Background: an optimization exercise with open tools, aiming at small area, a short achievable clock period and few clock cycles. Do not read the settings as production practice. The RTL was checked by simulation tests, not by an equivalence proof against the original design.

$ cat design.v
package rv32_pkg;
  parameter int DATA_WIDTH = 32;
  parameter logic [4:0] FUNCT3_ADD  = 5'd0;
  parameter logic [4:0] FUNCT3_SUB  = 5'd1;
  parameter logic [4:0] FUNCT3_SLL  = 5'd2;
  parameter logic [4:0] FUNCT3_SLT  = 5'd3;
  parameter logic [4:0] FUNCT3_SLTU = 5'd4;
  parameter logic [4:0] FUNCT3_XOR  = 5'd5;
  parameter logic [4:0] FUNCT3_SRL  = 5'd6;
  parameter logic [4:0] FUNCT3_OR   = 5'd7;
  parameter logic [4:0] FUNCT3_AND  = 5'd8;
  parameter logic [4:0] FUNCT7_SRA  = 5'd9;
endpackage
import rv32_pkg::*;
module division
(
    input logic clk_i, 
    input logic rst_ni,
    input logic Division_START,  
    input logic [31:0] dividend,  
    input logic [31:0] divisor,  
    output logic [63:0] remainder,  
    output logic Division_DONE,  
    output logic [31:0] quotient,  
    output logic stall_o  
    );
    typedef enum logic {IDLE,STALL} state_t;
    typedef enum logic {GREATER_EQUAL_THAN_ZERO,LESS_THAN_ZERO} Test_remainder_flag_t;
    logic [31:0] dividend_reg;  
    logic signed [63:0] divisor_reg;
    logic signed [63:0] remainder_reg;
    logic [31:0] quotient_reg;
    logic [5:0] counter;
    logic Division_DONE_reg;
    state_t current_state, next_state;  
    Test_remainder_flag_t Test_remainder_flag;  
    assign stall_o = current_state;  
 always_ff @(posedge clk_i or negedge rst_ni) begin  
    if(rst_ni == 1'b0) begin  
        current_state <= IDLE;
    end else begin
        current_state <= next_state;  
        end
 end
 always_comb begin  
   next_state = current_state;
    unique case(current_state)
        IDLE:next_state = (Division_START) ? STALL : IDLE;  
        STALL: next_state = (Division_DONE_reg) ? IDLE : STALL;  
        default: next_state = current_state;
    endcase
 end
   logic signed [64:0] remainder_test_comparison;  
   logic [63:0] remainder_test_mux;
   logic [63:0] divisor_comb;
   logic [31:0] quotient_comb; 
   assign  remainder_test_comparison = {1'b0, remainder_reg} - {1'b0, divisor_reg};  
   assign Test_remainder_flag = (remainder_test_comparison[64]) ? LESS_THAN_ZERO : GREATER_EQUAL_THAN_ZERO;  
    always_comb begin
        case(Test_remainder_flag)  
            GREATER_EQUAL_THAN_ZERO: begin
                remainder_test_mux = remainder_test_comparison[63:0];  
                quotient_comb = (quotient_reg << 1) | 1'b1;  
                divisor_comb = divisor_reg >> 1;  
            end
            LESS_THAN_ZERO: begin
                quotient_comb = (quotient_reg << 1) | 1'b0;  
                remainder_test_mux = remainder_reg;  
                divisor_comb = divisor_reg >> 1;  
            end
            default: begin  
                quotient_comb = (quotient_reg << 1) | 1'b0;
                remainder_test_mux = remainder_reg;  
                divisor_comb = divisor_reg >> 1; 
            end
        endcase
    end
    always_ff @(posedge clk_i or negedge rst_ni) begin
        if(rst_ni == 1'b0) begin
            dividend_reg <= 32'd0;
            divisor_reg <= 64'd0;
            remainder_reg <= 64'd0;
            quotient_reg <=  32'd0;
            Division_DONE_reg <= 1'b0; 
            counter <= 6'd0;
        end else begin
            case(current_state)
                IDLE: begin                               
                    dividend_reg <= dividend;  
                    divisor_reg <= divisor << 32;    
                    remainder_reg <= {32'd0,dividend};   
                    Division_DONE_reg <= 1'b0;
                    counter <= 6'd0;
                    quotient_reg <=  32'd0; 
                end
                STALL: begin
                  if(!Division_DONE_reg) begin  
                    remainder_reg <= remainder_test_mux; 
                    quotient_reg <= quotient_comb;                                  
                    divisor_reg <= divisor_comb;
                    counter <= counter + 1'b1;
                    if(counter == 6'd32) begin
                        Division_DONE_reg <= 1'b1;
                    end else begin
                        Division_DONE_reg <= 1'b0;
                    end
                  end else begin
                    Division_DONE_reg <= 1'b0;  
                  end
                end
            endcase
        end 
    end
    assign remainder = remainder_reg;
    assign quotient = quotient_reg;
    assign Division_DONE = Division_DONE_reg;
endmodule
import rv32_pkg::*;
module execute
(
 input  logic                           clk_i,  
 input  logic                           rst_ni,  
 input  logic                           ctrl_i,  
 input  logic  [DATA_WIDTH-1:0]         op_a_i,  
 input  logic  [DATA_WIDTH-1:0]         op_b_i,  
 input  logic  [4:0]                    ALU_OP,
 output logic  [DATA_WIDTH-1:0]         alu_res_o,  
 output logic                           branch_taken_o,  
 output logic                           stall_o  
);
    parameter FUNCT7_MUL = 5'd13;
    parameter FUNCT7_MULH = 5'd14;
    parameter FUNCT7_MULHSU = 5'd15;
    parameter FUNCT_MULHU = 5'd16;
    parameter FUNCT_XOR = 5'd17;
    parameter FUNCT_BEQ = 5'd18;
    parameter FUNCT_BNE = 5'd19;
    parameter FUNCT_BLT = 5'd20;
    parameter FUNCT_BGE = 5'd21;
    parameter FUNCT_BLTU = 5'd22;
    parameter FUNCT_BGEU = 5'd23;
    parameter FUNCT_DIVU = 5'd24;
    parameter FUNCT_REMU = 5'd25;
    parameter FUNCT_DIV = 5'd26;
    parameter FUNCT_REM = 5'd27;
    logic [DATA_WIDTH*2:0] MULTIPLY_REG;  
    logic [DATA_WIDTH-1:0] ALU_OUTPUT_COMB;
    always_ff @(posedge clk_i or negedge rst_ni) begin
        if(rst_ni == 1'b0) 
            alu_res_o <= 32'd0;
        else if(ctrl_i && !stall_o) begin  
            alu_res_o <= ALU_OUTPUT_COMB;           
        end
    end
    logic Division_START; 
    logic Division_DONE;
    logic [DATA_WIDTH-1:0] divisor;  
    logic [DATA_WIDTH-1:0] dividend;  
    logic [DATA_WIDTH-1:0] quotient;  
    logic [DATA_WIDTH-1:0] result_fix;  
    logic [DATA_WIDTH-1:0] remainder;  
    logic sign_bit;  
    logic signed_overflow;
    division Unit(
    .clk_i(clk_i),
    .rst_ni(rst_ni),
    .Division_START(Division_START),
    .dividend(dividend),
    .divisor(divisor),
    .remainder(remainder),
    .Division_DONE(Division_DONE),
    .quotient(quotient),
    .stall_o()
    );
    assign stall_o = Division_START && !Division_DONE;
    always_comb begin  
        ALU_OUTPUT_COMB = 32'b0;  
        MULTIPLY_REG = 64'b0;
        branch_taken_o = 1'b0;
        divisor = 32'b0;
        dividend = 32'b0;
        Division_START = 1'b0;
        sign_bit = 1'b0;
        result_fix = 32'b0;
        signed_overflow = 1'b0;
        case(ALU_OP)
            FUNCT3_ADD: ALU_OUTPUT_COMB = op_a_i + op_b_i; 
            FUNCT3_SUB: ALU_OUTPUT_COMB = $signed(op_a_i) - $signed(op_b_i); 
            FUNCT3_SLL: ALU_OUTPUT_COMB = op_a_i << op_b_i[4:0];
            FUNCT3_SLT: ALU_OUTPUT_COMB = ($signed(op_a_i) < $signed(op_b_i)) ? 32'd1 : 32'd0;  
            FUNCT3_SLTU: ALU_OUTPUT_COMB = (op_a_i < op_b_i) ? 32'd1 : 32'd0;  
            FUNCT3_XOR: ALU_OUTPUT_COMB = op_a_i ^ op_b_i;  
            FUNCT3_SRL: ALU_OUTPUT_COMB = op_a_i >> op_b_i[4:0];
            FUNCT3_OR: ALU_OUTPUT_COMB = op_a_i | op_b_i;
            FUNCT3_AND: ALU_OUTPUT_COMB = op_a_i & op_b_i;
            FUNCT7_SRA: ALU_OUTPUT_COMB = $signed(op_a_i) >>> op_b_i[4:0];
            FUNCT_XOR: ALU_OUTPUT_COMB = op_a_i ^ op_b_i;
            FUNCT_BEQ: branch_taken_o = ($signed(op_a_i) == $signed(op_b_i)) ? 32'd1 : 32'd0;
            FUNCT_BNE: branch_taken_o = ($signed(op_a_i) != $signed(op_b_i)) ? 32'd1 : 32'd0;
            FUNCT_BLT: branch_taken_o = ($signed(op_a_i) < $signed(op_b_i)) ? 32'd1 : 32'd0;
            FUNCT_BLTU: branch_taken_o = (op_a_i < op_b_i) ? 32'd1 : 32'd0;
            FUNCT_BGE: branch_taken_o = ($signed(op_a_i) >= $signed(op_b_i)) ? 32'd1 : 32'd0;
            FUNCT_BGEU: branch_taken_o = (op_a_i >= op_b_i) ? 32'd1 : 32'd0;
            FUNCT7_MUL: begin  
                MULTIPLY_REG = op_a_i * op_b_i; 
                ALU_OUTPUT_COMB = MULTIPLY_REG[31:0];      
            end
            FUNCT7_MULH: begin
                MULTIPLY_REG = $signed(op_a_i) * $signed(op_b_i);   
                ALU_OUTPUT_COMB = MULTIPLY_REG[63:32];             
            end
            FUNCT7_MULHSU: begin  
                MULTIPLY_REG = $signed({op_a_i[31], op_a_i}) * $signed({1'b0, op_b_i});  
                ALU_OUTPUT_COMB = MULTIPLY_REG[63:32]; 
            end
            FUNCT_MULHU: begin  
                MULTIPLY_REG = op_a_i * op_b_i; 
                ALU_OUTPUT_COMB = MULTIPLY_REG[63:32]; 
            end
            FUNCT_DIVU: begin
                dividend = op_a_i;
                divisor =  op_b_i;
                Division_START = (ctrl_i && op_b_i != 32'd0) ? 1'b1 : 1'b0;  
                ALU_OUTPUT_COMB = (op_b_i != 32'd0) ? quotient : 32'hFFFF_FFFF;  
            end
            FUNCT_REMU: begin
                dividend = op_a_i;
                divisor =  op_b_i;
                Division_START = (ctrl_i && op_b_i != 32'd0) ? 1'b1 : 1'b0;  
                ALU_OUTPUT_COMB = (op_b_i != 32'd0) ? remainder : op_a_i;  
            end
            FUNCT_REM: begin
                signed_overflow = (op_a_i == 32'h8000_0000) && (op_b_i == 32'hFFFF_FFFF);  
                dividend = (op_a_i[31] == 1'b1) ? ~op_a_i + 1'b1 : op_a_i;  
                divisor =  (op_b_i[31] == 1'b1) ? ~op_b_i + 1'b1 : op_b_i;  
                Division_START = (ctrl_i && op_b_i != 32'd0 && signed_overflow == 1'b0) ? 1'b1 : 1'b0;  
                sign_bit = op_a_i[31];  
                result_fix = (sign_bit == 1'b1) ? ~remainder + 1'b1 : remainder;  
                if(op_b_i == 32'd0) begin  
                    ALU_OUTPUT_COMB = op_a_i;  
                end else if(signed_overflow) begin
                        ALU_OUTPUT_COMB = 32'b0;  
                    end else begin
                    ALU_OUTPUT_COMB = result_fix;  
                    end            
            end
            FUNCT_DIV: begin            
                signed_overflow = (op_a_i == 32'h8000_0000) && (op_b_i == 32'hFFFF_FFFF);  
                dividend = (op_a_i[31] == 1'b1) ? ~op_a_i + 1'b1 : op_a_i;  
                divisor =  (op_b_i[31] == 1'b1) ? ~op_b_i + 1'b1 : op_b_i;  
                Division_START = (ctrl_i && op_b_i != 32'd0 && signed_overflow == 1'b0) ? 1'b1 : 1'b0;  
                sign_bit = op_a_i[31] ^ op_b_i[31];  
                result_fix = (sign_bit == 1'b1) ? ~quotient + 1'b1 : quotient;  
                if(op_b_i == 32'd0) begin   
                    ALU_OUTPUT_COMB = 32'hFFFF_FFFF;  
                end else if(signed_overflow) begin
                        ALU_OUTPUT_COMB = 32'h8000_0000;  
                    end else begin
                    ALU_OUTPUT_COMB = result_fix;  
                    end
            end
            default: begin
                ALU_OUTPUT_COMB = 32'b0;  
                MULTIPLY_REG = 64'b0;
                branch_taken_o = 1'b0;
                divisor = 32'b0;
                dividend = 32'b0;
                Division_START = 1'b0;
                sign_bit = 1'b0;
                result_fix = 32'b0;
                signed_overflow = 1'b0;
            end
       endcase
    end
endmodule
$ cat run.sh
#!/bin/bash
# synth_recipe.tcl (not shown) runs the flow's synth.tcl, then flattens the netlist and writes it again
# the make line also repeats each setting of config.mk as NAME=value (left out here)
make -C /OpenROAD-flow-scripts/flow DESIGN_CONFIG=/design/flow/config.mk WORK_HOME=/design/flow/orfs CLKGATE_MAP_FILE= SYNTH_SCRIPT=/design/flow/synth_recipe.tcl finish
$ cat constraint.sdc
create_clock -name core_clock -period 12.0 [get_ports {clk_i}]
set_input_delay 2.4000 -clock core_clock [delete_from_list [all_inputs] [get_ports {clk_i}]]
set_output_delay 2.4000 -clock core_clock [all_outputs]
set_load 0.01 [all_outputs]
$ cat config.mk
export PLATFORM = sky130hd
export DESIGN_NAME = execute
export DESIGN_NICKNAME = execute
export VERILOG_FILES = /design/flow/design.v
export SDC_FILE = /design/flow/constraint.sdc
export NUM_CORES = 4
export LEC_CHECK = 0
export CAP_MARGIN = 20
export CORE_MARGIN = 2
export CORE_UTILIZATION = 40
export PLACE_DENSITY = 0.6
export SETUP_SLACK_MARGIN = 0.4
export SLEW_MARGIN = 20
==> results.txt <==
## metrics by stage
step	hold slack (ps)	setup TNS (ps)	cell area, sq um	worst slack [ps]
5_1_grt	524	0	109000	409
3_5_place_dp	471	-666	108000	-199
3_3_place_gp	470	-584	108000	-198
2_1_floorplan	448	0	102000	540
4_1_cts	487	0	109000	578
6_report	488	0	109000	487
## synthesized netlist by cell type, types with 93 or more instances
cell type	n
nor3_1	137
a21oi_1	519
dfrtp_1	200
fa_1	2278
mux2i_1	147
nand3_1	119
o21ai_0	386
clkbuf_1	417
nand4_1	100
a21o_1	115
xor2_1	93
nand2_1	1039
xnor2_1	155
nor2_1	975
ha_1	825
buf_1	129
inv_1	2868
## final cells by class
type / count / area, sq um / area share
diodes: 22 / 55.1 / 0.000504
clock buffers: 19 / 453 / 0.00415
clock inverters: 12 / 158 / 0.00144
inverters: 2895 / 10900 / 0.0997
multi-input cells: 8065 / 84500 / 0.774
flip-flops and latches: 200 / 5010 / 0.0459
well taps: 3366 / 4210 / 0.0386
repair buffers: 495 / 3900 / 0.0357
## per-layer routing
metal	share of wire	wire length (microns)	vias to the layer above
met4	0.080	36400	29
met2	0.43	196000	5013
met1	0.38	175000	44500
met3	0.11	49800	1195
met5	0.00046	210	-
li1	-	-	36500
## cells by family (layout without fill, tap and decap cells)
| kind of cell | Yosys count | in the layout | share of synthesized area |
|---|---|---|---|
| compound gates | 1785 | 1785 | 0.113 |
| xor+xnor | 248 | 248 | 0.0212 |
| fa+ha+maj | 3103 | 3103 | 0.546 |
| buf+inv | 3462 | 3421 | 0.127 |
| flops | 200 | 200 | 0.0489 |
| mux | 219 | 219 | 0.0290 |
| other cells | 0 | 22 | 0 |
| simple gates | 2710 | 2710 | 0.115 |
## worst min-delay path by stage
stage	depth (start not counted)	to	slack, ps	start
2_1_floorplan	1	Unit.Division_DONE_reg	450	Unit.counter[4]
3_3_place_gp	2	Unit.remainder_reg[35]	470	Unit.remainder_reg[35]
3_5_place_dp	1	Unit.Division_DONE_reg	470	Unit.counter[4]
4_1_cts	1	Unit.Division_DONE_reg	490	Unit.counter[4]
5_1_grt	2	Unit.remainder_reg[40]	520	Unit.remainder_reg[40]
6_report	1	Unit.Division_DONE_reg	490	Unit.counter[4]
## repair_timing
action / 4_1_cts / 5_1_grt
gates resized for setup: 2 / 5
endpoints found under the hold margin: 0 / 0
endpoints found under the setup margin: 2 / 3
buffers inserted: 0 / 2
pin swaps: 0 / 0
cloned: 0 / 0
==> impl_results.md <==
- Status: finished clean
- Cell taking the most area after synthesis: fa_1
- R2R setup slack: roughly 6800 ps
- Crit start category: input pin
- Clk_skew: between 20 and 30 ps
- DR vias: around 87000
- Fin nets: 14800
- Final Max Tran Viols: 0
- CTS Buf Count: 17
- Syn Inst Count: 11700
- Final WL: 457 mm
- Syn Nets: around 15000
- Critical path launch point: op_b_i[16]
- Final Setup Violations: 0
- Global-route wire length before repair: around 650 mm
- CP required: around 12000 ps
- Mapped cell area: just over 0.1 sq mm
- CP most frequent cell: fa_1
- Critical path endpoint: alu_res_o[26]
- Drt drc: 0
- Initial Util: 0.403
- Main synth FF type: dfrtp_1
- Hold Vio Cnt, Final: 0
- Core Box Area: 0.254 sq mm
- Die height: 510 microns
- Max-cap violation count: 0
- CP peak stage delay: approximately 640 ps
- Post-synth EDFFs: 0
- Netlist cell types: 95
- Tmin final: around 12000 ps
- Leading cell type in the layout, fill and taps excluded: inv_1
- Die width: 510 microns
- CP Capture Type: flop
- Fin util: 0.429
- Cells on worst reg2reg path: 14
- Slew margin rel.: 0.130
- Met2 usage: 0.529
- Most Used Layer, Global Route: met2
- Actual slew at the worst max-slew pin: ~1300 ps
- Post-DR vias/cell: a little under 6
- Number of port buffers: roughly 110
- Initial antenna violation count: between 40 and 50
- # fillers: 25700
- Warnings, synthesis: 3
- CTS clk-pin slew, worst paths: ~80 ps
- Highest-count cells in the layout ignoring fill and taps: 2862 x inv_1, 2277 x fa_1, 1039 x nand2_1
- # IOs: 106
- Largest net degree at the start of global routing: 115
- Synth top area cells: fa_1 45%, inv_1 11%, ha_1 10%
- Max Clock Freq: 86.9 MHz
- DRT iter0 DRCs: 9972
- Critical path buffer and inverter count: 9
- Yosys reg bits: 200
- Tcrit/Tclk final: 0.959
- Met1 usage: 0.454
- Register area share after synthesis: 0.0489
- Synth top area share: 0.445
- Post-cts hold buffer count: 0
- CTS H-tree depth: 4
- Reg-to-Reg End: Unit.remainder_reg[20]
- CTS root buffer: clkbuf_16
- CP Depth: 29
- CP top delay family: adder cells
- Crit path DAT: ~12000 ps
- Area growth syn-to-layout: 6.59%
- Gp weighted congestion: 1.07
- Max clock buf depth: 2
- Post-route insts no fill: 15100
- GR Overflow Total: 0
- Dpl cells: ~15000
- Vias in the first global route: 89400
- Gr usage total: 0.354
- Hold Crit Class: flop to flop
- Max FO, Critical Path: 21
- Avg Inst Size Synth: 8.73 sq um
- Row Count: about 190
- CP Class: input pin to flop
- Ys async rst share: 1.00
- Post-route ant nets: 0
- Met3 usage: 0.0961
- Clk sinks: 200
- Routed len/inst: 30.3 microns
- CTS tree: built
- Clk Latency, worst-skew pair: 530 ps
- 1st-pass router iterations: 6
- Area of the die: 0.260 sq mm
- Layout cells sized above 1: 0.0554
- Slowest stage cell, crit path: a311oi_1
- RSZ-0062 raised after global routing: false
- Final HPWL DP: approximately 380 mm
- Critical R2R Launch: Unit.remainder_reg[8]
Testbench counts, summed over its fixed seeds: cycles 31,958.

## static timing again, ports no longer ideal
Ports are ideal in the flow. The routed layout listed here was re-timed in OpenROAD. Step 1 assumes that a clkbuf_16 drives the clock port and a buf_2 every other input. Step 2 moves the port delays by t, midway between the first and last clock arrival at a register: inputs arrive t later, outputs are due t later. That takes back most of the time a late clock gives input paths. Three values: ideal, step 1, step 2; two values: the first two.
t, ns: 0.637
setup slack, ns: 0.487 / 0.581 / -0.056
worst hold slack (ns): 0.488 / 0.488 / 0.488
cell pins on the clock port's net: 1
Met with ideal ports but missed after step 2: setup timing in this run. For this run, drivers alone change the setup slack by +0.094 ns; drivers and shift together by -0.543 ns.
